This is an optimization exercise on Yosys and OpenROAD, whose aim is small area and a short achievable clock period, not a production implementation.
RTL that was checked went through simulation tests only; none was proved equivalent to the original.
For runs 2 and 3, only the layout was checked, not whether the RTL still works.
Power and IR drop assume default switching activity.

==> flow/flow/run.sh <==
#!/bin/bash
set -euo pipefail
export BUFFER_PORTS_ARGS="-buffer_cell sky130_fd_sc_hd__buf_2"
bash standard.sh > standard.log 2>&1
==> flow/standard.sh <==
#!/bin/bash
# synth_recipe.tcl (not shown) runs the flow's synth.tcl, then flattens the netlist and writes it again
# the make line also repeats each setting of config.mk as NAME=value (left out here)
make -C /OpenROAD-flow-scripts/flow DESIGN_CONFIG=/design/flow/config.mk WORK_HOME=/design/flow/orfs CLKGATE_MAP_FILE= SYNTH_SCRIPT=/design/flow/synth_recipe.tcl "${@:-finish}"
==> flow/config.mk <==
export PLATFORM = sky130hd
export DESIGN_NAME = whac_core
export DESIGN_NICKNAME = whac_core
export VERILOG_FILES = /design/flow/design.v
export SDC_FILE = /design/flow/constraint.sdc
export NUM_CORES = 4
export LEC_CHECK = 0
export CAP_MARGIN = 20
export CORE_MARGIN = 2
export CORE_UTILIZATION = 40
export SLEW_MARGIN = 20
==> flow/constraint.sdc <==
create_clock -name core_clock -period 80.0 [get_ports {clk}]
set_input_delay 16.0000 -clock core_clock [delete_from_list [all_inputs] [get_ports {clk}]]
set_output_delay 16.0000 -clock core_clock [all_outputs]
set_load 0.01 [all_outputs]
==> flow/design.v <==
module whac_core (
    input  wire        clk,
    input  wire        rst,         
    input  wire        pause,
    input  wire        ps2_clk,
    input  wire        ps2_data,
    output wire [11:0] x_pos,
    output wire [11:0] y_pos,
    output wire        left_btn,
    output wire        right_btn,
    output wire [11:0] mole_up,
    output wire        is_start,
    output wire [3:0]  level,
    output wire [2:0]  live,
    output wire [15:0] score,
    output wire [5:0]  note,
    output wire        beep
);
    function [17:0] add;
        input [17:0] a, b;
        input ci;
        integer k;
        reg c;
        begin
            c = ci;
            for (k = 0; k < 18; k = k + 1) begin
                add[k] = a[k] ^ b[k] ^ c;
                c = (a[k] & b[k]) | (c & (a[k] ^ b[k]));
            end
        end
    endfunction
    function ge;
        input [17:0] a, b;
        integer k;
        reg c;
        begin
            c = 1'b1;
            for (k = 0; k < 18; k = k + 1)
                c = (a[k] & ~b[k]) | (c & ~(a[k] ^ b[k]));
            ge = c;
        end
    endfunction
    reg rst_q;
    always @(posedge clk) rst_q <= rst;
    function [10:0] db11;    
        input [10:0] q;
        db11 = {q[9:0], q[10] ^ q[8] ^ (q[9:0] == 10'd0)};
    endfunction
    function [7:0] db8;      
        input [7:0] q;
        db8 = {q[6:0], q[7] ^ q[5] ^ q[4] ^ q[3] ^ (q[6:0] == 7'd0)};
    endfunction
    function [3:0] db4;      
        input [3:0] q;
        db4 = {q[2:0], q[3] ^ q[2] ^ (q[2:0] == 3'd0)};
    endfunction
    localparam [10:0] DIV1 = 11'd1, DIV1023 = 11'd2032;
    localparam [3:0] BC10 = 4'd11;
    reg [1:0] sync;
    reg [3:0] bc;           
    reg [1:0] cnt;          
    reg [9:0] sh;           
    reg [7:0] bx;           
    reg [1:0] bb;           
    reg       upd;          
    wire fall = sync[1] & ~sync[0];
    wire last = (bc == BC10);
    wire done = fall & last;
    always @(posedge clk) begin
        if (rst) sync <= 2'b11;
        else sync <= {sync[0], ps2_clk};
    end
    always @(posedge clk) begin
        if (rst_q) begin
            bc <= 4'd0;
            cnt <= 2'd0;
        end else begin
            if (fall) begin
                bc <= last ? 4'd0 : db4(bc);
                if (last) cnt <= cnt[1] ? 2'd0 : cnt + 2'd1;
            end
        end
    end
    always @(posedge clk) begin
        if (fall) sh <= {ps2_data, sh[9:1]};
        if (done & (cnt == 2'd0)) bb <= sh[2:1];
        if (done & (cnt == 2'd1)) bx <= sh[8:1];
        upd <= done & cnt[1];
    end
    reg [9:0] xp;
    reg [8:0] yp;
    reg lb, rb;
    wire [7:0] dy = sh[7:0];    
    wire [10:0] sx = add({8'd0, xp}, {{10{bx[7]}}, bx}, 1'b0);
    wire [10:0] sy = add({9'd0, yp}, {{10{dy[7]}}, dy}, 1'b0);
    wire [9:0] nx = sx[10] ? 10'd0 : ge({8'd0, sx[9:0]}, 18'd640) ? 10'd639 : sx[9:0];
    wire [8:0] ny = sy[10] ? 9'd0 : ge({8'd0, sy[9:0]}, 18'd480) ? 9'd479 : sy[8:0];
    always @(posedge clk) begin
        if (rst_q) begin
            xp <= 10'd320;
            yp <= 9'd240;
            lb <= 1'b0;
            rb <= 1'b0;
        end else if (upd) begin
            xp <= nx;
            yp <= ny;
            lb <= bb[0];
            rb <= bb[1];
        end
    end
    assign x_pos = {2'b00, xp};
    assign y_pos = {3'b000, yp};
    assign left_btn = lb;
    assign right_btn = rb;
    function inb;
        input [9:0] x;
        input [8:0] y;
        input [9:0] x0, x1;
        input [8:0] y0, y1;
        inb = ge({8'd0, x}, {8'd0, x0}) & ge({8'd0, x1}, {8'd0, x}) &
              ge({9'd0, y}, {9'd0, y0}) & ge({9'd0, y1}, {9'd0, y});
    endfunction
    wire [11:0] inbox;
    assign inbox[0]  = inb(xp, yp, 106, 151, 273, 307);
    assign inbox[1]  = inb(xp, yp, 230, 274, 270, 305);
    assign inbox[2]  = inb(xp, yp, 350, 392, 271, 306);
    assign inbox[3]  = inb(xp, yp, 470, 513, 270, 306);
    assign inbox[4]  = inb(xp, yp, 94,  140, 320, 352);
    assign inbox[5]  = inb(xp, yp, 224, 269, 320, 352);
    assign inbox[6]  = inb(xp, yp, 353, 400, 320, 352);
    assign inbox[7]  = inb(xp, yp, 480, 528, 320, 352);
    assign inbox[8]  = inb(xp, yp, 78,  125, 374, 408);
    assign inbox[9]  = inb(xp, yp, 218, 271, 374, 408);
    assign inbox[10] = inb(xp, yp, 357, 408, 374, 408);
    assign inbox[11] = inb(xp, yp, 496, 550, 374, 408);
    reg [15:0] rnd;
    reg [4:0] w;
    reg [1:0] u;
    wire fb = rnd[15] ^ rnd[13] ^ rnd[12] ^ rnd[10];
    wire [4:0] wn;     
    assign wn[0] = (~w[4] & ~w[3] & rnd[2]) | (~w[4] & ~w[2] & rnd[2] & ~rnd[15]) | (w[3] & w[0] & ~rnd[2] & rnd[15]) | (w[3] & w[1] & ~rnd[2] & rnd[15]) | (w[3] & w[2] & ~rnd[2] & rnd[15]) | (w[3] & w[2] & w[0] & ~rnd[2]) | (w[3] & w[2] & w[1] & ~rnd[2]) | (w[4] & ~rnd[2] & ~rnd[15]) | (w[4] & w[3] & rnd[2] & rnd[15]) | (w[4] & ~w[3] & ~w[2] & ~rnd[2]) | (w[4] & w[2] & w[1] & rnd[2] & rnd[15]) | (w[4] & w[2] & ~w[1] & ~w[0] & ~rnd[2]) | (w[4] & w[2] & w[0] & rnd[2] & rnd[15]);
    assign wn[1] = (~w[4] & ~w[3] & w[0]) | (w[3] & w[1] & ~w[0] & ~rnd[2] & rnd[15]) | (w[3] & w[2] & ~w[0] & ~rnd[2] & rnd[15]) | (w[3] & w[2] & w[1] & ~w[0] & ~rnd[2]) | (w[4] & ~w[0] & ~rnd[2]) | (w[4] & w[3] & rnd[15]) | (~w[2] & w[0] & rnd[2]) | (w[0] & rnd[2] & ~rnd[15]) | (w[4] & w[2] & w[1] & ~w[0] & rnd[15]) | (~w[4] & w[0] & rnd[2]) | (w[3] & ~w[2] & w[0] & ~rnd[15]);
    assign wn[2] = (~w[4] & ~w[3] & w[1]) | (w[1] & w[0]) | (w[4] & ~w[1] & ~w[0] & ~rnd[2]) | (w[4] & w[3] & rnd[15]) | (w[1] & rnd[2] & ~rnd[15]) | (~w[2] & w[1] & rnd[2]) | (w[3] & w[2] & ~w[1] & ~w[0] & ~rnd[2] & rnd[15]) | (~w[4] & w[1] & rnd[2]) | (w[3] & ~w[2] & w[1] & ~rnd[15]);
    assign wn[3] = (~w[4] & ~w[3] & ~w[2] & rnd[15]) | (~w[4] & ~w[3] & w[2] & ~rnd[15]) | (~w[4] & ~w[2] & ~w[1] & ~w[0] & ~rnd[2] & rnd[15]) | (w[2] & ~w[1] & ~w[0] & ~rnd[2] & ~rnd[15]) | (~w[3] & ~w[2] & ~w[1] & ~w[0] & ~rnd[2] & rnd[15]) | (w[4] & ~w[2] & rnd[2] & ~rnd[15]) | (w[4] & ~w[2] & w[0] & ~rnd[15]) | (w[4] & ~w[2] & w[1] & ~rnd[15]) | (w[4] & w[2] & ~w[1] & ~w[0] & rnd[2] & rnd[15]) | (w[3] & w[2] & rnd[2] & rnd[15]) | (w[3] & w[2] & w[1] & rnd[15]) | (w[3] & w[2] & w[0] & rnd[15]);
    assign wn[4] = (~w[4] & ~w[3] & w[2] & rnd[15]) | (~w[4] & w[3] & ~w[2] & ~w[1] & ~w[0] & ~rnd[2]) | (w[3] & ~w[2] & ~rnd[15]) | (w[4] & ~w[2] & w[0] & rnd[15]) | (w[4] & ~w[2] & w[1] & rnd[15]) | (w[3] & ~w[1] & ~w[0] & ~rnd[2] & ~rnd[15]) | (w[4] & w[2] & w[0] & ~rnd[15]) | (w[4] & w[2] & w[1] & ~rnd[15]) | (~w[3] & w[2] & ~w[1] & ~w[0] & rnd[15]) | (w[4] & w[2] & rnd[2] & ~rnd[15]) | (w[4] & ~w[3] & ~w[2] & rnd[2] & rnd[15]);
    wire [1:0] un;     
    assign un[0] = (u[1] & ~rnd[1] & ~rnd[15]) | (~u[1] & ~u[0] & rnd[1] & ~rnd[15]) | (u[1] & rnd[1] & rnd[15]) | (u[0] & ~rnd[1] & rnd[15]);
    assign un[1] = (~u[1] & ~u[0] & ~rnd[1] & rnd[15]) | (u[1] & rnd[1] & ~rnd[15]) | (u[0] & ~rnd[1] & ~rnd[15]) | (u[0] & rnd[1] & rnd[15]);
    reg  [6:0] v_gap;
    wire [7:0] gz = add({10'd0, v_gap, fb}, rnd[15] ? ~18'd61 : ~18'd25, 1'b1);    
    wire [6:0] gn = gz[7] ? gz[6:0] + 7'd50 : ge({10'd0, gz}, 18'd75) ? gz[6:0] - 7'd50 :
                    ge({10'd0, gz}, 18'd25) ? gz[6:0] : gz[6:0] + 7'd50;
    always @(posedge clk) begin
        if (rst_q) begin
            rnd <= 16'hACE1;
            w <= 5'd7;          
            v_gap <= 7'd32;     
            u <= 2'd0;          
        end else begin
            rnd <= {rnd[14:0], fb};
            w <= wn;
            v_gap <= gn;
            u <= un;
        end
    end
    reg        started;
    reg [13:0] sc;
    reg [7:0]  tl;          
    reg [8:0]  rr;
    reg        gdec;        
    reg [11:0] mole;
    reg [3:0]  lvl;
    reg [2:0]  lives;
    reg        mclk, rclk, hit;
    wire is_win = lvl[3] & (lvl[2] | lvl[1]);
    wire is_lose = (lives == 3'd0);
    wire frozen = is_win | is_lose;
    wire mole_any = |mole;
    wire [3:0] d = gdec ? lvl - 4'd1 : lvl;
    wire unz = ge({9'd0, rr}, {14'd0, d});    
    wire tnz = (|tl) | unz;                   
    wire act = started & ~pause;              
    wire timeout = ~frozen & ~tnz;
    wire hitp = ~frozen & hit;
    wire gapload = timeout & mole_any | hitp;
    wire appear = timeout & ~mole_any;
    wire [13:0] thr;        
    assign thr[0] = 1'b0;
    assign thr[1] = 1'b0;
    assign thr[2] = (lvl[0]);
    assign thr[3] = (lvl[1]);
    assign thr[4] = (~lvl[2] & lvl[0]) | (lvl[2] & ~lvl[0]);
    assign thr[5] = (~lvl[3] & ~lvl[2] & ~lvl[1]) | (lvl[2] & lvl[1]) | (~lvl[2] & ~lvl[0]);
    assign thr[6] = (~lvl[3] & ~lvl[1]) | (~lvl[2] & lvl[1]);
    assign thr[7] = 1'b1;
    assign thr[8] = 1'b1;
    assign thr[9] = (~lvl[0]);
    assign thr[10] = (lvl[1] & lvl[0]) | (~lvl[1] & ~lvl[0]);
    assign thr[11] = (lvl[2] & lvl[0]) | (lvl[2] & lvl[1]) | (lvl[3] & ~lvl[0]);
    assign thr[12] = (lvl[3] & lvl[0]);
    assign thr[13] = 1'b0;
    wire lvup = ge({4'd0, sc}, {4'd0, thr});
    wire [7:0] m200 = {w, rnd[2:0]};
    wire [2:0] s = rnd[2:0];
    wire [1:0] a3, b3;
    wire [2:0] a5, b5, a6, b6, a7, b7;
    wire [3:0] a9, b9;
    assign a3[0] = (~w[4] & ~w[3] & ~w[2] & ~w[1] & ~w[0]) | (~w[4] & ~w[3] & ~w[2] & w[1] & w[0]) | (~w[4] & ~w[3] & w[2] & w[1] & ~w[0]) | (w[3] & ~w[2] & ~w[1] & w[0]) | (w[3] & w[2] & ~w[1] & ~w[0]) | (w[4] & w[3]) | (w[4] & ~w[2] & w[1] & ~w[0]) | (w[4] & w[2] & ~w[1] & w[0]) | (w[3] & w[2] & w[1] & w[0]);
    assign a3[1] = (~w[4] & ~w[3] & ~w[2] & w[1] & ~w[0]) | (~w[4] & ~w[3] & w[2] & ~w[1] & w[0]) | (~w[4] & w[3] & ~w[2] & ~w[1] & ~w[0]) | (w[3] & ~w[2] & w[1] & w[0]) | (w[4] & ~w[2] & ~w[1] & w[0]) | (w[4] & w[2] & ~w[1] & ~w[0]) | (w[3] & w[2] & w[1] & ~w[0]) | (w[4] & w[2] & w[1] & w[0]);
    assign b3[0] = (~s[2] & ~s[1] & s[0]) | (s[2] & ~s[1] & ~s[0]) | (s[2] & s[1] & s[0]);
    assign b3[1] = (~s[2] & s[1] & ~s[0]) | (s[2] & ~s[1] & s[0]);
    assign a5[0] = (~w[3] & ~w[2] & ~w[1] & w[0]) | (~w[4] & ~w[3] & w[1] & ~w[0]) | (~w[4] & ~w[3] & w[2] & w[1]) | (w[3] & ~w[2] & w[1] & w[0]) | (w[4] & ~w[3] & ~w[2] & ~w[1]) | (w[3] & w[2] & ~w[1] & ~w[0]) | (w[4] & ~w[1] & w[0]) | (w[4] & w[2] & w[1] & ~w[0]);
    assign a5[1] = (~w[4] & ~w[2] & ~w[1] & w[0]) | (~w[4] & ~w[3] & w[2] & ~w[0]) | (w[3] & ~w[2] & w[0]) | (w[4] & ~w[2] & ~w[1] & ~w[0]) | (w[4] & ~w[2] & w[1] & w[0]) | (w[4] & w[2] & ~w[1] & w[0]) | (~w[4] & w[2] & w[1] & ~w[0]);
    assign a5[2] = (w[4] & ~w[2] & w[1] & ~w[0]) | (~w[4] & w[3] & ~w[2] & ~w[1] & ~w[0]) | (~w[4] & ~w[3] & ~w[2] & w[1] & w[0]) | (w[3] & w[2] & ~w[1] & w[0]) | (w[4] & w[2] & w[1] & w[0]);
    assign b5[0] = (~s[2] & s[0]) | (s[2] & s[1] & ~s[0]);
    assign b5[1] = (~s[2] & s[1]) | (s[1] & s[0]);
    assign b5[2] = (s[2] & ~s[1] & ~s[0]);
    assign a6[0] = 1'b0;
    assign a6[1] = (~w[4] & ~w[3] & ~w[2] & w[1] & ~w[0]) | (~w[4] & ~w[3] & w[2] & ~w[1] & w[0]) | (~w[4] & w[3] & ~w[2] & ~w[1] & ~w[0]) | (w[3] & ~w[2] & w[1] & w[0]) | (w[4] & ~w[2] & ~w[1] & w[0]) | (w[4] & w[2] & ~w[1] & ~w[0]) | (w[3] & w[2] & w[1] & ~w[0]) | (w[4] & w[2] & w[1] & w[0]);
    assign a6[2] = (~w[4] & ~w[3] & ~w[2] & ~w[1] & ~w[0]) | (~w[4] & ~w[3] & ~w[2] & w[1] & w[0]) | (~w[4] & ~w[3] & w[2] & w[1] & ~w[0]) | (w[3] & ~w[2] & ~w[1] & w[0]) | (w[3] & w[2] & ~w[1] & ~w[0]) | (w[4] & w[3]) | (w[4] & ~w[2] & w[1] & ~w[0]) | (w[4] & w[2] & ~w[1] & w[0]) | (w[3] & w[2] & w[1] & w[0]);
    assign b6[0] = (s[0]);
    assign b6[1] = (~s[2] & s[1]);
    assign b6[2] = (s[2] & ~s[1]);
    assign a7[0] = (~w[4] & ~w[3] & ~w[2] & w[0]) | (~w[3] & w[2] & w[1] & ~w[0]) | (w[3] & ~w[2] & ~w[0]) | (w[4] & w[2] & ~w[0]) | (w[3] & w[2] & w[0]) | (~w[3] & ~w[2] & ~w[1] & w[0]);
    assign a7[1] = (~w[4] & ~w[3] & ~w[2] & ~w[1]) | (~w[4] & ~w[3] & ~w[1] & ~w[0]) | (~w[4] & w[2] & w[1] & w[0]) | (~w[4] & ~w[2] & ~w[1] & ~w[0]) | (w[3] & w[1] & w[0]) | (w[4] & w[1] & ~w[0]) | (w[4] & w[2] & ~w[1] & w[0]) | (w[3] & w[2] & w[1]);
    assign a7[2] = (~w[4] & ~w[2] & w[1]) | (~w[4] & ~w[3] & w[2] & ~w[1] & ~w[0]) | (w[3] & ~w[2] & w[0]) | (w[4] & ~w[2] & ~w[1]) | (w[4] & w[2] & w[1] & w[0]) | (w[4] & ~w[2] & ~w[0]);
    assign b7[0] = (~s[2] & s[0]) | (~s[1] & s[0]);
    assign b7[1] = (~s[2] & s[1]) | (s[1] & ~s[0]);
    assign b7[2] = (s[2] & ~s[1]) | (s[2] & ~s[0]);
    assign a9[0] = (~w[3] & ~w[2] & ~w[1] & ~w[0]) | (~w[4] & ~w[3] & w[1] & w[0]) | (~w[3] & w[2] & w[0]) | (w[3] & ~w[2] & ~w[1] & w[0]) | (w[3] & w[2] & ~w[0]) | (w[4] & ~w[3] & ~w[2] & ~w[0]);
    assign a9[1] = (~w[4] & ~w[3] & w[1] & w[0]) | (~w[4] & w[2] & ~w[1] & ~w[0]) | (~w[4] & w[3] & ~w[1] & ~w[0]) | (w[3] & w[2] & ~w[1]) | (w[4] & ~w[3] & ~w[2] & ~w[1]) | (w[4] & ~w[1] & w[0]) | (w[4] & w[2] & w[1] & ~w[0]);
    assign a9[2] = (~w[4] & ~w[3] & ~w[2] & w[1] & w[0]) | (w[3] & w[2]) | (w[4] & w[3]) | (~w[4] & w[2] & ~w[0]) | (w[4] & w[2] & w[0]) | (w[2] & ~w[1] & w[0]) | (w[2] & w[1] & ~w[0]);
    assign a9[3] = (~w[4] & ~w[3] & ~w[2] & w[1] & ~w[0]) | (w[3] & ~w[2] & w[1] & w[0]) | (w[4] & w[2] & ~w[1] & ~w[0]);
    assign b9[0] = (s[0]);
    assign b9[1] = (s[1]);
    assign b9[2] = (s[2]);
    assign b9[3] = 1'b0;
    reg  [3:0] ra, rb_;
    always @(*) begin
        case (lvl)
            4'd2: begin ra = 4'd0; rb_ = {3'd0, s[0]}; end
            4'd3: begin ra = {2'd0, a3}; rb_ = {2'd0, b3}; end
            4'd4: begin ra = 4'd0; rb_ = {2'd0, s[1:0]}; end
            4'd5: begin ra = {1'd0, a5}; rb_ = {1'd0, b5}; end
            4'd6: begin ra = {1'd0, a6}; rb_ = {1'd0, b6}; end
            4'd7: begin ra = {1'd0, a7}; rb_ = {1'd0, b7}; end
            4'd8: begin ra = 4'd4; rb_ = {1'd0, s}; end
            4'd9: begin ra = a9; rb_ = b9; end
            default: begin ra = 4'd0; rb_ = 4'd0; end
        endcase
    end
    wire [4:0] ry = add({14'd0, ra}, {14'd0, rb_}, 1'b0);
    wire [4:0] rz = add({13'd0, ry}, ~{14'd0, lvl}, 1'b1);
    wire [3:0] vrem = ge({13'd0, ry}, {14'd0, lvl}) ? rz[3:0] : ry[3:0];
    wire [8:0] v_app = add({10'd0, m200}, 18'd100, 1'b0);
    wire [8:0] lq = add({9'd0, v_app}, ~{14'd0, vrem}, 1'b1);    
    reg [11:0] mole_a;      
    wire [3:0] hole = {u, rnd[1:0]};
    wire clear_a = (frozen & rclk) | hitp | (timeout & mole_any);
    always @(*) begin
        mole_a = mole;
        if (clear_a) mole_a = 12'd0;
        else if (appear) mole_a = 12'd1 << hole;
    end
    wire hit_h = |(inbox & mole);                     
    wire [11:0] ibh = inbox >> hole;
    wire hit_a = ~clear_a & (appear ? ibh[0] : hit_h);
    always @(posedge clk) begin
        if (rst_q) begin
            started <= 1'b0;
            sc <= 14'd0;
            mole <= 12'd0;
            lvl <= 4'd1;
            lives <= 3'd5;
        end else if (!started) begin
            if (mclk) started <= 1'b1;
        end else if (!pause) begin
            mole <= mole_a;
            if (frozen) begin
                if (rclk) begin
                    started <= 1'b0;
                    sc <= 14'd0;
                    lvl <= 4'd1;
                    lives <= 3'd5;
                end
            end else begin
                if (timeout & mole_any) lives <= lives - 3'd1;
                if (hitp) begin
                    sc <= add({4'd0, sc}, {9'd0, rr}, 1'b0);
                    if (lvup) lvl <= lvl + 4'd1;
                end
            end
        end
    end
    always @(posedge clk) begin
        if (!started) begin
            tl <= 8'd0;
            rr <= 9'd0;
            gdec <= 1'b0;
        end else if (!pause & !frozen) begin
            if (appear) begin
                tl <= 8'd0;
                rr <= lq;
                gdec <= 1'b0;
            end else if (gapload) begin
                tl <= 8'd0;
                rr <= {2'b00, v_gap};
                gdec <= hitp & lvup;
            end else begin
                tl <= db8(tl);
                if (tl == 8'd0) rr <= add({9'd0, rr}, ~{14'd0, d}, 1'b1);
            end
        end
    end
    always @(posedge clk) begin
        mclk <= lb;
        rclk <= rb;
        hit <= lb & (act ? hit_a : hit_h);
    end
    assign mole_up = mole;
    assign is_start = started;
    assign level = lvl;
    assign live = lives;
    assign score = {2'b00, sc};
    reg [10:0] div;         
    reg        playing;
    reg [5:0]  p;
    reg [7:0]  pt;          
    reg [5:0]  note_r;
    reg        pwin, plose;
    reg [2:0]  plive;
    reg [13:0] psc;
    wire [2:0]  m_lc;       
    wire [5:0]  m_note;
    wire [0:0]  m_end;
    wire [16:0] per;
    localparam [5:0] B_WIN = 6'd0;
    localparam [5:0] B_CLICK = 6'd23;
    localparam [5:0] B_SCORE = 6'd28;
    localparam [5:0] B_LIVE = 6'd36;
    localparam [5:0] B_LOSE = 6'd43;
    assign m_lc[0] = (~p[5] & ~p[4] & p[2] & p[1]) | (~p[5] & p[4] & ~p[3] & ~p[0]) | (~p[5] & p[4] & ~p[2] & ~p[1]) | (p[5] & ~p[4] & ~p[1] & p[0]) | (p[5] & p[2] & p[1] & ~p[0]) | (p[5] & ~p[3] & p[2] & ~p[1]);
    assign m_lc[1] = (~p[5] & p[2] & p[1]) | (p[5] & p[3] & ~p[2] & ~p[1]) | (p[4] & ~p[3] & ~p[1]) | (p[4] & p[1] & ~p[0]) | (p[4] & p[2]) | (p[2] & p[1] & p[0]) | (p[5] & p[3] & ~p[1] & p[0]);
    assign m_lc[2] = (~p[5] & ~p[4]) | (p[5] & p[3] & p[2]) | (p[4] & ~p[3] & ~p[0]) | (p[4] & ~p[3] & ~p[1]) | (~p[4] & p[3] & p[1] & p[0]);
    assign m_note[0] = (~p[5] & p[2] & ~p[1] & p[0]) | (p[5] & p[4] & ~p[1]) | (p[4] & ~p[3] & p[2]) | (p[4] & p[3] & ~p[1] & ~p[0]) | (~p[5] & p[3] & ~p[2] & p[1] & ~p[0]) | (~p[4] & ~p[3] & ~p[2] & p[1] & ~p[0]);
    assign m_note[1] = (p[4] & p[2] & p[1] & p[0]) | (p[5] & p[3] & ~p[2] & ~p[1] & ~p[0]) | (p[5] & p[2] & p[0]) | (~p[5] & ~p[4] & ~p[3]) | (p[4] & ~p[3] & ~p[1]) | (~p[5] & p[4] & ~p[2] & p[1] & ~p[0]) | (~p[4] & ~p[3] & p[1]) | (p[5] & p[3] & p[1] & p[0]);
    assign m_note[2] = (~p[5] & ~p[4] & ~p[3] & ~p[2] & ~p[0]) | (p[5] & ~p[3] & p[2] & ~p[0]) | (~p[4] & p[3] & ~p[2] & ~p[1] & p[0]) | (~p[5] & p[3] & p[2] & ~p[1] & ~p[0]) | (p[5] & p[3] & p[2] & p[1] & p[0]) | (p[5] & p[4] & ~p[0]) | (p[4] & p[3] & p[1] & ~p[0]) | (~p[5] & ~p[4] & ~p[3] & p[1]) | (~p[5] & ~p[3] & p[2] & ~p[1] & p[0]);
    assign m_note[3] = (~p[5] & p[3] & ~p[2] & p[1] & ~p[0]) | (p[4] & p[3] & p[2] & p[1] & p[0]) | (~p[4] & p[3] & p[2] & ~p[1]) | (~p[4] & ~p[3] & p[2] & p[1]) | (~p[4] & ~p[2] & ~p[1] & p[0]) | (~p[5] & p[2] & ~p[1] & ~p[0]) | (p[5] & ~p[4] & ~p[2] & p[0]) | (~p[4] & ~p[3] & ~p[2] & p[0]) | (~p[5] & ~p[4] & ~p[3] & ~p[2] & ~p[1]);
    assign m_note[4] = (p[3] & ~p[2] & ~p[1] & ~p[0]) | (~p[5] & ~p[4] & p[3] & p[1] & p[0]) | (~p[5] & p[3] & p[2] & p[1]) | (~p[5] & p[4] & ~p[3] & ~p[0]) | (~p[5] & p[4] & ~p[1] & p[0]) | (p[5] & ~p[4] & ~p[3] & p[1]) | (p[4] & p[2] & p[1]);
    assign m_note[5] = (p[5] & ~p[3] & p[2] & ~p[1]);
    assign m_end[0] = (p[5] & ~p[4] & ~p[3] & ~p[2]) | (p[4] & ~p[2] & p[1] & p[0]) | (p[5] & p[3] & ~p[2] & p[1] & ~p[0]);
    assign per[0] = (~note_r[5] & ~note_r[4] & ~note_r[3] & ~note_r[1]) | (note_r[2] & ~note_r[1] & note_r[0]) | (note_r[4] & ~note_r[3] & ~note_r[2] & ~note_r[0]) | (~note_r[4] & ~note_r[3] & ~note_r[2] & note_r[0]);
    assign per[1] = (note_r[2] & ~note_r[1] & note_r[0]) | (~note_r[5] & ~note_r[4] & ~note_r[3] & note_r[1]) | (note_r[5] & note_r[2]) | (~note_r[4] & note_r[3] & ~note_r[2] & note_r[1]);
    assign per[2] = (note_r[5]) | (~note_r[4] & note_r[3] & note_r[2] & ~note_r[0]) | (~note_r[3] & note_r[2] & note_r[0]) | (~note_r[3] & ~note_r[1] & note_r[0]);
    assign per[3] = (note_r[5]) | (note_r[3] & ~note_r[1]) | (~note_r[1] & note_r[0]) | (note_r[4] & note_r[2]) | (~note_r[4] & ~note_r[3] & note_r[0]) | (note_r[4] & ~note_r[3] & note_r[1] & ~note_r[0]);
    assign per[4] = (~note_r[2] & ~note_r[1] & ~note_r[0]) | (note_r[4] & note_r[3] & ~note_r[2]) | (note_r[3] & ~note_r[1] & ~note_r[0]) | (~note_r[3] & note_r[2] & note_r[0]) | (note_r[5] & ~note_r[2]);
    assign per[5] = (note_r[5]) | (~note_r[4] & note_r[3] & note_r[1]) | (note_r[3] & ~note_r[2] & ~note_r[1]) | (note_r[2] & note_r[1] & ~note_r[0]) | (~note_r[3] & ~note_r[2] & ~note_r[0]);
    assign per[6] = (note_r[5]) | (note_r[4] & note_r[1] & note_r[0]) | (note_r[3] & note_r[2] & note_r[1]) | (~note_r[2] & ~note_r[1] & ~note_r[0]) | (note_r[4] & note_r[2]) | (note_r[3] & ~note_r[1] & ~note_r[0]);
    assign per[7] = (~note_r[2] & ~note_r[1] & ~note_r[0]) | (note_r[2] & note_r[0]) | (note_r[4] & note_r[3] & note_r[2]) | (note_r[4] & ~note_r[2] & ~note_r[1]) | (~note_r[4] & ~note_r[3] & note_r[0]) | (note_r[4] & ~note_r[3] & note_r[1] & ~note_r[0]);
    assign per[8] = (note_r[5]) | (note_r[3] & ~note_r[1] & ~note_r[0]) | (note_r[4] & note_r[2]) | (note_r[4] & ~note_r[1]) | (~note_r[4] & ~note_r[2] & ~note_r[0]) | (note_r[4] & ~note_r[3] & ~note_r[0]);
    assign per[9] = (~note_r[3] & ~note_r[2] & ~note_r[0]) | (~note_r[4] & note_r[3] & note_r[2] & ~note_r[0]) | (note_r[4] & ~note_r[2] & ~note_r[1]) | (~note_r[5] & ~note_r[4] & ~note_r[3] & ~note_r[1]) | (~note_r[4] & ~note_r[2] & note_r[1] & ~note_r[0]);
    assign per[10] = (~note_r[4] & ~note_r[2] & note_r[1]) | (note_r[3] & note_r[2] & ~note_r[1]) | (~note_r[1] & note_r[0]) | (~note_r[3] & ~note_r[2] & ~note_r[0]) | (note_r[4] & note_r[3] & note_r[2]);
    assign per[11] = (~note_r[5] & ~note_r[4] & ~note_r[3]) | (~note_r[5] & ~note_r[2] & ~note_r[0]) | (note_r[3] & note_r[0]) | (note_r[1] & note_r[0]);
    assign per[12] = (note_r[2] & ~note_r[1] & note_r[0]) | (~note_r[4] & note_r[1] & ~note_r[0]) | (note_r[4] & ~note_r[2] & ~note_r[1]) | (~note_r[4] & ~note_r[3] & ~note_r[1]) | (note_r[3] & ~note_r[2] & ~note_r[0]);
    assign per[13] = (~note_r[4] & ~note_r[3] & ~note_r[1]) | (~note_r[4] & note_r[3] & note_r[2] & note_r[1]) | (note_r[3] & note_r[0]) | (note_r[5]) | (note_r[3] & ~note_r[2] & ~note_r[1]);
    assign per[14] = (note_r[3] & ~note_r[1] & ~note_r[0]) | (note_r[3] & ~note_r[2]) | (note_r[4] & note_r[3]) | (~note_r[4] & ~note_r[2] & note_r[0]);
    assign per[15] = (~note_r[4] & note_r[3]) | (note_r[4] & ~note_r[3]);
    assign per[16] = (~note_r[5] & ~note_r[4] & ~note_r[3]);
    wire tick = (div == DIV1023);
    wire ev_win = is_win & ~pwin;
    wire ev_lose = is_lose & ~plose;
    wire ev_score = ~ge({4'd0, psc}, {4'd0, sc});           
    wire ev_live = ~ge({15'd0, lives}, {15'd0, plive});     
    wire pt_hit;
    assign pt_hit = ((m_lc == 3'd0) & (pt == 8'd0)) |
        ((m_lc == 3'd1) & (pt == 8'd92)) |
        ((m_lc == 3'd2) & (pt == 8'd50)) |
        ((m_lc == 3'd3) & (pt == 8'd130)) |
        ((m_lc == 3'd4) & (pt == 8'd136)) |
        ((m_lc == 3'd5) & (pt == 8'd177)) |
        ((m_lc == 3'd6) & (pt == 8'd169)) |
        ((m_lc == 3'd7) & (pt == 8'd14));
    always @(posedge clk) begin
        if (rst_q) begin
            div <= DIV1;
            playing <= 1'b0;
            note_r <= 6'd0;
            pwin <= 1'b0;
            plose <= 1'b0;
            plive <= 3'd5;
            psc <= 14'd0;
        end else begin
            div <= db11(div);
            if (tick) begin
                if (playing) begin
                    if (pt_hit) begin
                        if (m_end) begin
                            playing <= 1'b0;
                            note_r <= 6'd0;
                        end else begin
                            note_r <= m_note;
                        end
                    end
                end else if (ev_win | ev_lose | ev_score | ev_live | mclk) begin
                    playing <= 1'b1;
                end
                pwin <= is_win;
                plose <= is_lose;
                plive <= lives;
                psc <= sc;
            end
        end
    end
    always @(posedge clk) begin
        if (tick) begin
            if (playing) begin
                if (pt_hit) begin
                    pt <= 8'd0;
                    p <= p + 6'd1;
                end else begin
                    pt <= db8(pt);
                end
            end else begin
                pt <= 8'd0;
                if (ev_win) p <= B_WIN;
                else if (ev_lose) p <= B_LOSE;
                else if (ev_score) p <= B_SCORE;
                else if (ev_live) p <= B_LIVE;
                else p <= B_CLICK;
            end
        end
    end
    assign note = note_r;
    reg [16:0] cnt_b;
    reg        beep_r;
    always @(posedge clk) begin
        if (note_r == 6'd0) begin
            cnt_b <= 17'd0;
            beep_r <= 1'b0;
        end else if (ge({1'b0, cnt_b}, {1'b0, per})) begin
            cnt_b <= 17'd0;
            beep_r <= ~beep_r;
        end else begin
            cnt_b <= cnt_b + 17'd1;
        end
    end
    assign beep = beep_r;
endmodule
==> results.json, run 1 <==
{
  "crit_type": "reg2out",
  "die_h_um": 189.1,
  "tightest_slew_ps": 967.2,
  "grt_pass1_wl_um": 57500,
  "cts_buffers": 24,
  "synth_edf_count": 34,
  "status": "timing/DRC/antenna clean",
  "synthFlopType": "dfxtp_1",
  "utilization_pct": 44.75,
  "synthTopCellsByArea": "dfxtp_1 (25%), ha_1 (8.9%), edfxtp_1 (7.4%), a21oi_1 (5.8%), fa_1 (5.4%)",
  "place_ws_ps": 62170,
  "max_stage_delay_ps": 870,
  "cts.clk_slew.worst_paths_ps": 60,
  "netlist.top_cell.by_area": "dfxtp_1",
  "grt_start_max_net_pins": 83,
  "dp_hpwl_um": 24910,
  "cts_resized": 0,
  "cts_tree": "yes",
  "layout-drive-gt1-share_pct": 8.470,
  "required_ps": 64000,
  "viasPerCell": 5.575,
  "yosys_warnings": 1,
  "ys_top_cells_by_count": "nor2_1 (172), dfxtp_1 (171), nand2_1 (165)",
  "critPathMaxFanout": 27,
  "initial_core_util_pct": 40.79,
  "ys_seq_area_share_pct": 32.41,
  "ys_ff_latch": 205,
  "hold_viol_final": 0,
  "syn_inst": 1697,
  "dp.cells": 2116,
  "cts_hold_buffers": 0,
  "p_per_area_nw_per_um2": 18.88,
  "synthArstFlopShare_pct": 0,
  "globalplace.congestion": 0.8779,
  "total_power_uw": 284.1,
  "final_nets": 1833,
  "io_pins": 74,
  "placementRows": 67,
  "insertion_delay_ps": 520,
  "final_cells": 2160,
  "finalSetupViolations": 0,
  "fin_skew_ps": 12.44,
  "synth_top_area_share_pct": 24.97,
  "arrival_ps": 1640,
  "setup_ws_ps": 62360,
  "startpoint_type": "register",
  "internal-power_uw": 200.1,
  "rsz0062_at_grt": "false",
  "antenna_cells": 0,
  "dieArea_um2": 35780,
  "cp-end-kind": "output pin",
  "cts-htree-levels": 1,
  "p_sw_share_pct": 29.55,
  "grt_usage_pct": 19.25,
  "die_x_um": 189.1,
  "whs_ps": 385.5,
  "syn_area_per_cell_um2": 8.080,
  "cts_buffer_depth": 3,
  "p_switching_uw": 83.95,
  "first_pass_iters": 7,
  "cpMaxStageDelayCell": "dfxtp_1",
  "route.vias.total": 12042,
  "relSlewSlack_pct": 35.43,
  "path_buf_inv": 1,
  "cp_top_family": "flip-flops",
  "antenna_found_initial": 1,
  "pwr-share-clk_pct": 40.0,
  "port_buffers": 66,
  "cts_setup_buffers": 0,
  "fin_setup_tns_ps": 0,
  "synth_cell_types": 81,
  "core_area_um2": 33620,
  "finalInstanceArea_um2": 15040,
  "wire_per_inst_um": 16.11,
  "max-vdd-ir-drop_v": 0.00001566,
  "p_comb_share_pct": 19.3,
  "root_buffer": "clkbuf_16",
  "routed_wl_um": 34790,
  "path_cells": "buf_2",
  "cts_sinks": 205,
  "min_period_ps": 17640,
  "fillers": 3362,
  "synth_area_um2": 13710,
  "max_cap_viol_count": 0,
  "synth.most_common_cell": "nor2_1",
  "finalMaxSlewViolations": 0,
  "period_share_pct": 22.05,
  "ant_nets": 0,
  "area_growth_pct": 9.718,
  "grt-ovfl-total": 0,
  "hp-class": "reg2reg",
  "placed_area_um2": 14230,
  "drc_errors": 0,
  "fmax_mhz": 56.69,
  "p_leak_nw": 5.949,
  "grt_pass1_vias": 10894,
  "drt_iter0_markers": 955,
  "sequentialPowerShare_pct": 40.7
}
==> power groups by stage <==
stage	combinational [mW]	clock, mW	sequential [mW]
2_1_floorplan	0.0480	0	0.112
3_5_place_dp	0.0542	0	0.118
4_1_cts	0.0545	0.117	0.115
3_3_place_gp	0.0534	0	0.118
6_report	0.0549	0.114	0.116
5_1_grt	0.0620	0.121	0.116
==> area by class of cell <==
type / instances / area, um2 / share of cell area, %
clock inverters: 12 / 161.4 / 1.073
well taps: 448 / 560.5 / 3.726
clock buffers: 32 / 651.9 / 4.333
flip-flops and latches: 205 / 4448 / 29.57
inverters: 127 / 476.7 / 3.169
repair buffers: 72 / 375.4 / 2.495
multi-input cells: 1264 / 8371 / 55.64
==> cell families after synthesis <==
group / Yosys count / share of synthesized area [%]
flops: 205 / 32.41
buf+inv: 234 / 6.825
other cells: 1 / 0.02735
xor+xnor: 43 / 2.747
simple gates: 591 / 20.61
fa+ha+maj: 135 / 14.33
mux: 27 / 2.099
compound gates: 461 / 20.95
==> layer usage <==
metal,global-route usage [%],share of wire (%)
met3,1.983,5.0
met4,3.516,1.3
met1,27.92,48
met2,31.21,46
met5,0,0
==> cells in the final DEF, fill, tap and decap left out, drive strengths merged, types with 14 or more instances in the layout <==
cell type	count
a211oi	17
a21boi	15
a21o	16
a21oi	158
a22oi	15
a31oi	17
and3	14
buf	72
clkbuf	32
dfxtp	171
edfxtp	34
fa	37
ha	97
inv	124
mux2i	16
nand2	165
nand2b	20
nand3	48
nand4	15
nor2	172
nor2b	31
nor3	49
nor4	15
o211ai	15
o21ai	102
o22ai	22
or2	16
xnor2	29
xor2	14
==> final timing paths <==
kind / start / to / slack, ps / cells past startpoint
worst min register to register: rb / rclk / 390 / 0
worst max register to register: w[4] / rr[8] / 72910 / 30
worst min-delay path: rb / rclk / 390 / 0
worst max-delay path: note_r[2] / note[2] / 62360 / 1
==> sequential cells by signal, indices dropped and copies added, names as in the netlist, 8 cells and up <==
signal and flops:
bx 8, cnt_b 17, div 11, mole 12, psc 14, pt 8, rnd 16, rr 9
sc 14, sh 10, tl 8, xp 10, yp 9
==> worst register-to-register path: cells and delay by family, from the launching register on <==
family / cells / cell delay, ps
flops: 1 / 950
buf+inv: 4 / 770
simple gates: 5 / 970
compound gates: 9 / 1090
xor+xnor: 1 / 200
fa+ha+maj: 11 / 3000
==> inputs of run 2 (changes only) <==
--- a/flow/design.v
+++ b/flow/design.v
@@ -252,8 +252,8 @@
     wire [4:0] ry = add({14'd0, ra}, {14'd0, rb_}, 1'b0);
     wire [4:0] rz = add({13'd0, ry}, ~{14'd0, lvl}, 1'b1);
     wire [3:0] vrem = ge({13'd0, ry}, {14'd0, lvl}) ? rz[3:0] : ry[3:0];
-    wire [8:0] v_app = add({10'd0, m200}, 18'd100, 1'b0);
-    wire [8:0] lq = add({9'd0, v_app}, ~{14'd0, vrem}, 1'b1);    
+    wire [6:0] k100 = 7'd100 - {3'd0, vrem};                      
+    wire [8:0] lq = add({10'd0, m200}, {11'd0, k100}, 1'b0);      
     reg [11:0] mole_a;      
     wire [3:0] hole = {u, rnd[1:0]};
     wire clear_a = (frozen & rclk) | hitp | (timeout & mole_any);
--- a/flow/config.mk
+++ b/flow/config.mk
@@ -5,7 +5,10 @@
 export SDC_FILE = /design/flow/constraint.sdc
 export NUM_CORES = 4
 export LEC_CHECK = 0
+export ABC_AREA = 1
 export CAP_MARGIN = 20
 export CORE_MARGIN = 2
 export CORE_UTILIZATION = 40
+export CTS_CLUSTER_DIAMETER = 150
+export CTS_CLUSTER_SIZE = 25
 export SLEW_MARGIN = 20
==> run 2 against run 1 <==
Effect of this change: still clean; register-to-register slack lost 670 ps; count of clock-buffer cells in the layout down 15; clock power down 41%; die area shrank 2.3%; cell area down 4.1%; hold slack better by 22 ps; largest power group unchanged.
==> results.json, run 2 <==
{
  "period_share_pct": 21.80,
  "cp_top_family": "flip-flops",
  "synthFlopType": "dfxtp_1",
  "path_buf_inv": 1,
  "cts_buffers": 12,
  "status": "timing/DRC/antenna clean",
  "syn_area_per_cell_um2": 7.345,
  "startpoint_type": "register",
  "multi_input_area_um2": 7566,
  "antenna_found_initial": 0,
  "cts_buffer_depth": 3,
  "first_pass_iters": 6,
  "setup_ws_ps": 62560,
  "relSlewSlack_pct": 45.79,
  "synth_area_um2": 13390,
  "netlist.top_cell.by_area": "dfxtp_1",
  "cts_hold_buffers": 0,
  "drc_errors": 0,
  "area_growth_pct": 7.709,
  "globalplace.congestion": 0.9403,
  "cts_setup_buffers": 0,
  "critPathCapture": "level[0]",
  "tightest_slew_ps": 792.6,
  "fillers": 3387,
  "cts_tree": "yes",
  "finalMaxSlewViolations": 0,
  "final_cell_mix": "inv_1 (285), nand2_1 (285), nor2_1 (222), dfxtp_1 (170), o21ai_0 (133)",
  "place_ws_ps": 62190,
  "cts_resized": 0,
  "fin_skew_ps": 36.11,
  "crit_cells": 1,
  "reg_top3": "cnt_b x17, rnd x16",
  "regMostFlops": "cnt_b",
  "cts.clk_slew.worst_paths_ps": 110,
  "finalSetupViolations": 0,
  "arrival_ps": 1440,
  "layout-drive-gt1-share_pct": 6.685,
  "ys_top_cells_by_count": "inv_1 (285), nand2_1 (285), nor2_1 (222)",
  "fin_setup_tns_ps": 0,
  "largest_register_ffs": 17,
  "final_nets": 1982,
  "synth_edf_count": 34,
  "dieArea_um2": 34950,
  "grt_start_max_net_pins": 66,
  "regArea_um2": 4446,
  "placementRows": 66,
  "crit_type": "reg2out",
  "regToRegEndpoint": "rr[7]",
  "cpMaxStageDelayCell": "dfxtp_1",
  "antenna_cells": 0,
  "yosys_warnings": 1,
  "ys_seq_area_share_pct": 33.19,
  "dr_wl_met2_um": 16630,
  "max_cap_viol_count": 0,
  "min_period_ps": 17440,
  "cts_sinks": 205,
  "met3_length_um": 2124,
  "routed_wl_um": 36050,
  "grt_pass1_vias": 11786,
  "cts-htree-levels": 1,
  "ant_nets": 0,
  "wire_per_inst_um": 15.70,
  "route.vias.total": 12228,
  "ff2ff_path_depth": 30,
  "synthArstFlopShare_pct": 0,
  "rrSetupSlack_ps": 72240,
  "setup.worst_path.start": "lvl[0]",
  "dp_hpwl_um": 27360,
  "fmax_mhz": 57.34,
  "p_leak_nw": 6.235,
  "syn_inst": 1823,
  "drt_iter0_markers": 972,
  "grt_usage_pct": 20.64,
  "max_stage_delay_ps": 670,
  "synth_cell_types": 57,
  "insertion_delay_ps": 490,
  "critPathMaxFanout": 12,
  "die_h_um": 187.0,
  "root_buffer": "clkbuf_16",
  "synth_top_area_share_pct": 25.57,
  "hp-class": "reg2reg",
  "path_cells": "buf_2",
  "rsz0062_at_grt": "false",
  "cp-end-kind": "output pin",
  "highest_layer": "met4",
  "initial_core_util_pct": 40.84,
  "core_area_um2": 32780,
  "ys_ff_latch": 205,
  "grt_pass1_wl_um": 60590,
  "required_ps": 64000,
  "p_per_area_nw_per_um2": 16.26,
  "die_x_um": 187.0,
  "timing.rr.start": "w[1]",
  "io_pins": 74,
  "hold_viol_final": 0,
  "synthTopCellsByArea": "dfxtp_1 (26%), ha_1 (8.2%), inv_1 (8.0%), nand2_1 (8.0%), edfxtp_1 (7.6%)",
  "viasPerCell": 5.323,
  "grt-ovfl-total": 0,
  "wl_met1_um": 16500,
  "port_buffers": 66,
  "max-vdd-ir-drop_v": 0.00001277
}
## run 2: routing by layer
metal	global-route usage (%)	vias to the layer above
li1	-	6120
met1	28.06	5674
met2	34.39	371
met3	2.833	63
met4	5.525	0
met5	0	-
## run 2: logic make-up after synthesis
logic type	after synthesis	share of synthesized area, %
multiplexers	1	0.08410
flip-flops	205	33.19
adder cells (fa/ha/maj)	127	14.05
other	1	0.02801
XOR/XNOR	31	2.028
AO/OA/AOI/OAI	411	18.41
AND/OR/NAND/NOR	685	21.67
buffers and inverters	362	10.53
## run 2: cell type report
type / count / share of cell area [%]
multi-input cells: 1262 / 52.46
clock inverters: 2 / 0.1735
inverters: 298 / 7.791
flip-flops and latches: 205 / 30.83
clock buffers: 17 / 2.360
repair buffers: 71 / 2.551
well taps: 442 / 3.835
## run 2: per-stage QoR
| stage | cell area [um2] | utilization (%) | instances | power [mW] | hold WS, ps |
|---|---|---|---|---|---|
| 2_1_floorplan | 13410 | - | 1829 | 0.1551 | 388.3 |
| 6_report | 14420 | 43.99 | 2297 | 0.2345 | 408.0 |
| 3_3_place_gp | 14050 | 42.86 | 2278 | 0.1685 | 392.3 |
| 5_1_grt | 14420 | 43.99 | 2297 | 0.2498 | 416.2 |
| 3_5_place_dp | 14050 | 42.86 | 2278 | 0.1681 | 395.9 |
| 4_1_cts | 14420 | 43.98 | 2297 | 0.2364 | 411.7 |
## run 2: worst min path at each step
| stage | slack [ps] | start | endpoint | cells after the start |
|---|---|---|---|---|
| 2_1_floorplan | 390 | rnd[11] | rnd[12] | 2 |
| 3_3_place_gp | 390 | rnd[11] | rnd[12] | 2 |
| 3_5_place_dp | 400 | rnd[7] | rnd[8] | 2 |
| 4_1_cts | 410 | rnd[7] | rnd[8] | 2 |
| 5_1_grt | 420 | rnd[7] | rnd[8] | 2 |
| 6_report | 410 | rnd[7] | rnd[8] | 2 |
## run 2: where the power goes
group,total (mW),switching (mW),internal (mW)
clock,0.0674,0.0367,0.0307
sequential,0.114,0.00556,0.108
combinational,0.0535,0.0353,0.0182
total,0.235,0.0776,0.157
==> inputs of run 3 (changes only) <==
--- a/flow/config.mk
+++ b/flow/config.mk
@@ -8,7 +8,8 @@
 export ABC_AREA = 1
 export CAP_MARGIN = 20
 export CORE_MARGIN = 2
-export CORE_UTILIZATION = 40
+export CORE_UTILIZATION = 60
 export CTS_CLUSTER_DIAMETER = 150
 export CTS_CLUSTER_SIZE = 25
+export PLACE_DENSITY = 0.7
 export SLEW_MARGIN = 20
==> run 3 against run 2 <==
Effect of this change: highest routed layer unchanged; cell area fell by 1.5%; largest cell class unchanged; non-clock buffer count down 1; count of clock-buffer cells in the layout shrank 1; sequential share of layout area up 0.48 points; synthesized cell count is the same; still clean.
==> results.json, run 3 <==
{
  "grt-ovfl-total": 0,
  "drt_iter0_markers": 1046,
  "startpoint_type": "register",
  "synthArstFlopShare_pct": 0,
  "p_switching_uw": 76.26,
  "min_period_ps": 17370,
  "cts_sinks": 205,
  "core_area_um2": 21890,
  "max_cap_viol_count": 0,
  "path_cells": "buf_2",
  "cts.clk_slew.worst_paths_ps": 110,
  "rrSetupSlack_ps": 72300,
  "route.vias.total": 12234,
  "synth_area_um2": 13390,
  "timing.rr.start": "w[0]",
  "internal-power_uw": 156.7,
  "hold_viol_final": 0,
  "port_buffers": 66,
  "largest_register_ffs": 17,
  "final_nets": 1981,
  "max_stage_delay_ps": 660,
  "cts_buffer_depth": 3,
  "final_cells": 2132,
  "initial_core_util_pct": 61.16,
  "placementRows": 54,
  "cp_top_family": "flip-flops",
  "routed_wl_um": 33250,
  "netlist.top_cell.by_area": "dfxtp_1",
  "cts_resized": 0,
  "p_leak_nw": 6.228,
  "fillers": 1939,
  "layout-drive-gt1-share_pct": 6.587,
  "ys_ff_latch": 205,
  "met2_usage_pct": 46.98,
  "finalSetupViolations": 0,
  "die_x_um": 153.4,
  "critPathMaxFanout": 12,
  "die_h_um": 153.4,
  "rsz0062_at_grt": "false",
  "root_buffer": "clkbuf_16",
  "globalplace.congestion": 0.9563,
  "cts_hold_buffers": 0,
  "hp-class": "reg2reg",
  "placed_area_um2": 13840,
  "tightest_slew_ps": 826.6,
  "synthTopCellsByArea": "dfxtp_1 (26%), ha_1 (8.2%), inv_1 (8.0%), nand2_1 (8.0%), edfxtp_1 (7.6%)",
  "grt_usage_pct": 28.08,
  "crit_type": "reg2out",
  "grt-busiest-layer": "met2",
  "grt_pass1_vias": 11412,
  "finalInstanceArea_um2": 14200,
  "cts_tree": "yes",
  "yosys_warnings": 1,
  "ys_top_cells_by_count": "inv_1 (285), nand2_1 (285), nor2_1 (222)",
  "synthFlopType": "dfxtp_1",
  "ys_seq_area_share_pct": 33.19,
  "setup.worst_path.start": "lvl[0]",
  "period_share_pct": 21.72,
  "synth_cell_types": 57,
  "synth_top_area_share_pct": 25.57,
  "insertion_delay_ps": 490,
  "path_buf_inv": 1,
  "p_per_area_nw_per_um2": 16.40,
  "dp.cells": 2115,
  "fin_skew_ps": 31.41,
  "viasPerCell": 5.738,
  "area_growth_pct": 6.074,
  "fmax_mhz": 57.56,
  "first_pass_iters": 5,
  "syn_inst": 1823,
  "grt_pass1_wl_um": 55700,
  "cts_buffers": 12,
  "use_met1_pct": 38.40,
  "required_ps": 64000,
  "ant_nets": 0,
  "max-vdd-ir-drop_v": 0.00002007,
  "dp_hpwl_um": 25250,
  "drc_errors": 0,
  "crit_cells": 1,
  "io_pins": 74,
  "fin_setup_tns_ps": 0,
  "multi_input_area_um2": 7566,
  "wire_per_inst_um": 15.60,
  "cts_setup_buffers": 0,
  "ff2ff_path_depth": 33,
  "final_cell_mix": "inv_1 (285), nand2_1 (285), nor2_1 (222), dfxtp_1 (170), o21ai_0 (133)",
  "status": "timing/DRC/antenna clean",
  "pwr-share-clk_pct": 28.4,
  "sequentialPowerShare_pct": 48.8,
  "antenna_found_initial": 0,
  "synth_edf_count": 34,
  "cp-end-kind": "output pin",
  "grt_start_max_net_pins": 67,
  "relSlewSlack_pct": 43.47,
  "p_comb_share_pct": 22.8,
  "finalMaxSlewViolations": 0,
  "regMostFlops": "cnt_b",
  "reg_top3": "cnt_b x17, rnd x16",
  "use_met3_pct": 4.338,
  "cpMaxStageDelayCell": "dfxtp_1",
  "syn_area_per_cell_um2": 7.345,
  "arrival_ps": 1370,
  "regArea_um2": 4446,
  "critPathCapture": "level[0]",
  "cts-htree-levels": 1,
  "dieArea_um2": 23530,
  "p_sw_share_pct": 32.73,
  "regToRegEndpoint": "rr[7]",
  "antenna_cells": 0
}
## run 3: changes by cell type in the layout (fill, tap and decap cells not counted)
cell / previous run / this run
buf_4: 5 / 4
clkbuf_1: 4 / 3
clkinv_8: 1 / 0
inv_16: 0 / 1
inv_6: 1 / 0
## run 3: cell families after synthesis
group,synth area share [%]
multiplexers,0.08410
other,0.02801
buffers and inverters,10.53
adder cells (fa/ha/maj),14.05
AND/OR/NAND/NOR,21.67
flip-flops,33.19
XOR/XNOR,2.028
AO/OA/AOI/OAI,18.41
## run 3: routing by layer
layer	part of all wire, %	wire [um]
met5	0	0
met4	2.2	717
met3	6.7	2227
met2	47	15510
met1	45	14800
## run 3: per-stage QoR
stage | hold slack [ps] | setup WS, ps | power, mW | utilization [%]
2_1_floorplan | 388.3 | 62880 | 0.1551 | -
3_3_place_gp | 366.2 | 62280 | 0.1680 | 63.23
3_5_place_dp | 366.0 | 62210 | 0.1678 | 63.23
4_1_cts | 367.7 | 62610 | 0.2332 | 64.86
5_1_grt | 384.5 | 62510 | 0.2448 | 64.88
6_report | 367.0 | 62630 | 0.2330 | 64.88
## run 3: worst min-delay path by stage
stage,startpoint,endpoint,cells past startpoint
global placement,rb,rclk,0
finish,rb,rclk,0
floorplan,rnd[11],rnd[12],2
CTS,rb,rclk,0
detailed placement,rb,rclk,0
global route,rb,rclk,0
## run 3: area by class of cell
cell class,instances,share of cell area [%]
Timing Repair Buffer,70,2.537
Sequential cell,205,31.30
Clock buffer,16,2.370
Tap cell,280,2.467
Clock inverter,1,0.1410
Multi-Input combinational cell,1262,53.27
Inverter,298,7.911
## run 3: power groups by stage
stage	combinational (mW)	clock, mW	sequential, mW
2_1_floorplan	0.0430	0	0.112
3_3_place_gp	0.0521	0	0.116
3_5_place_dp	0.0520	0	0.116
4_1_cts	0.0523	0.0674	0.113
5_1_grt	0.0603	0.0702	0.114
6_report	0.0531	0.0661	0.114

what the ideal ports hide:
The flow's constraints put no driver on any port. The routed layouts listed below were extracted and timed again, unchanged, in two steps.
Step 1 (the two cells are an assumption about what drives the block):
set clk [get_ports {clk}]
set_driving_cell -lib_cell sky130_fd_sc_hd__clkbuf_16 $clk
set_driving_cell -lib_cell sky130_fd_sc_hd__buf_2 [delete_from_list [all_inputs] $clk]
Step 2 also shifts input and output timing later by t, the mid clock arrival at the registers, as if the neighbouring blocks saw the same clock.
Three values: no drivers, after step 1, after step 2; two values: the first two.
| run | t, ns | slack for setup (ns) | worst data-port slew with drivers (ns) |
|---|---|---|---|
| run 1 | 0.562 | 62.360 / 62.310 / 62.081 | 0.08 |
| run 2 | 0.530 | 62.559 / 62.505 / 62.242 | 0.03 |
| run 3 | 0.517 | 62.625 / 62.578 / 62.197 | 0.07 |
After both steps every run listed still meets setup and hold. The setup slack of run 3, which loses most, moves by -0.047 ns with the drivers and by -0.428 ns with both steps.
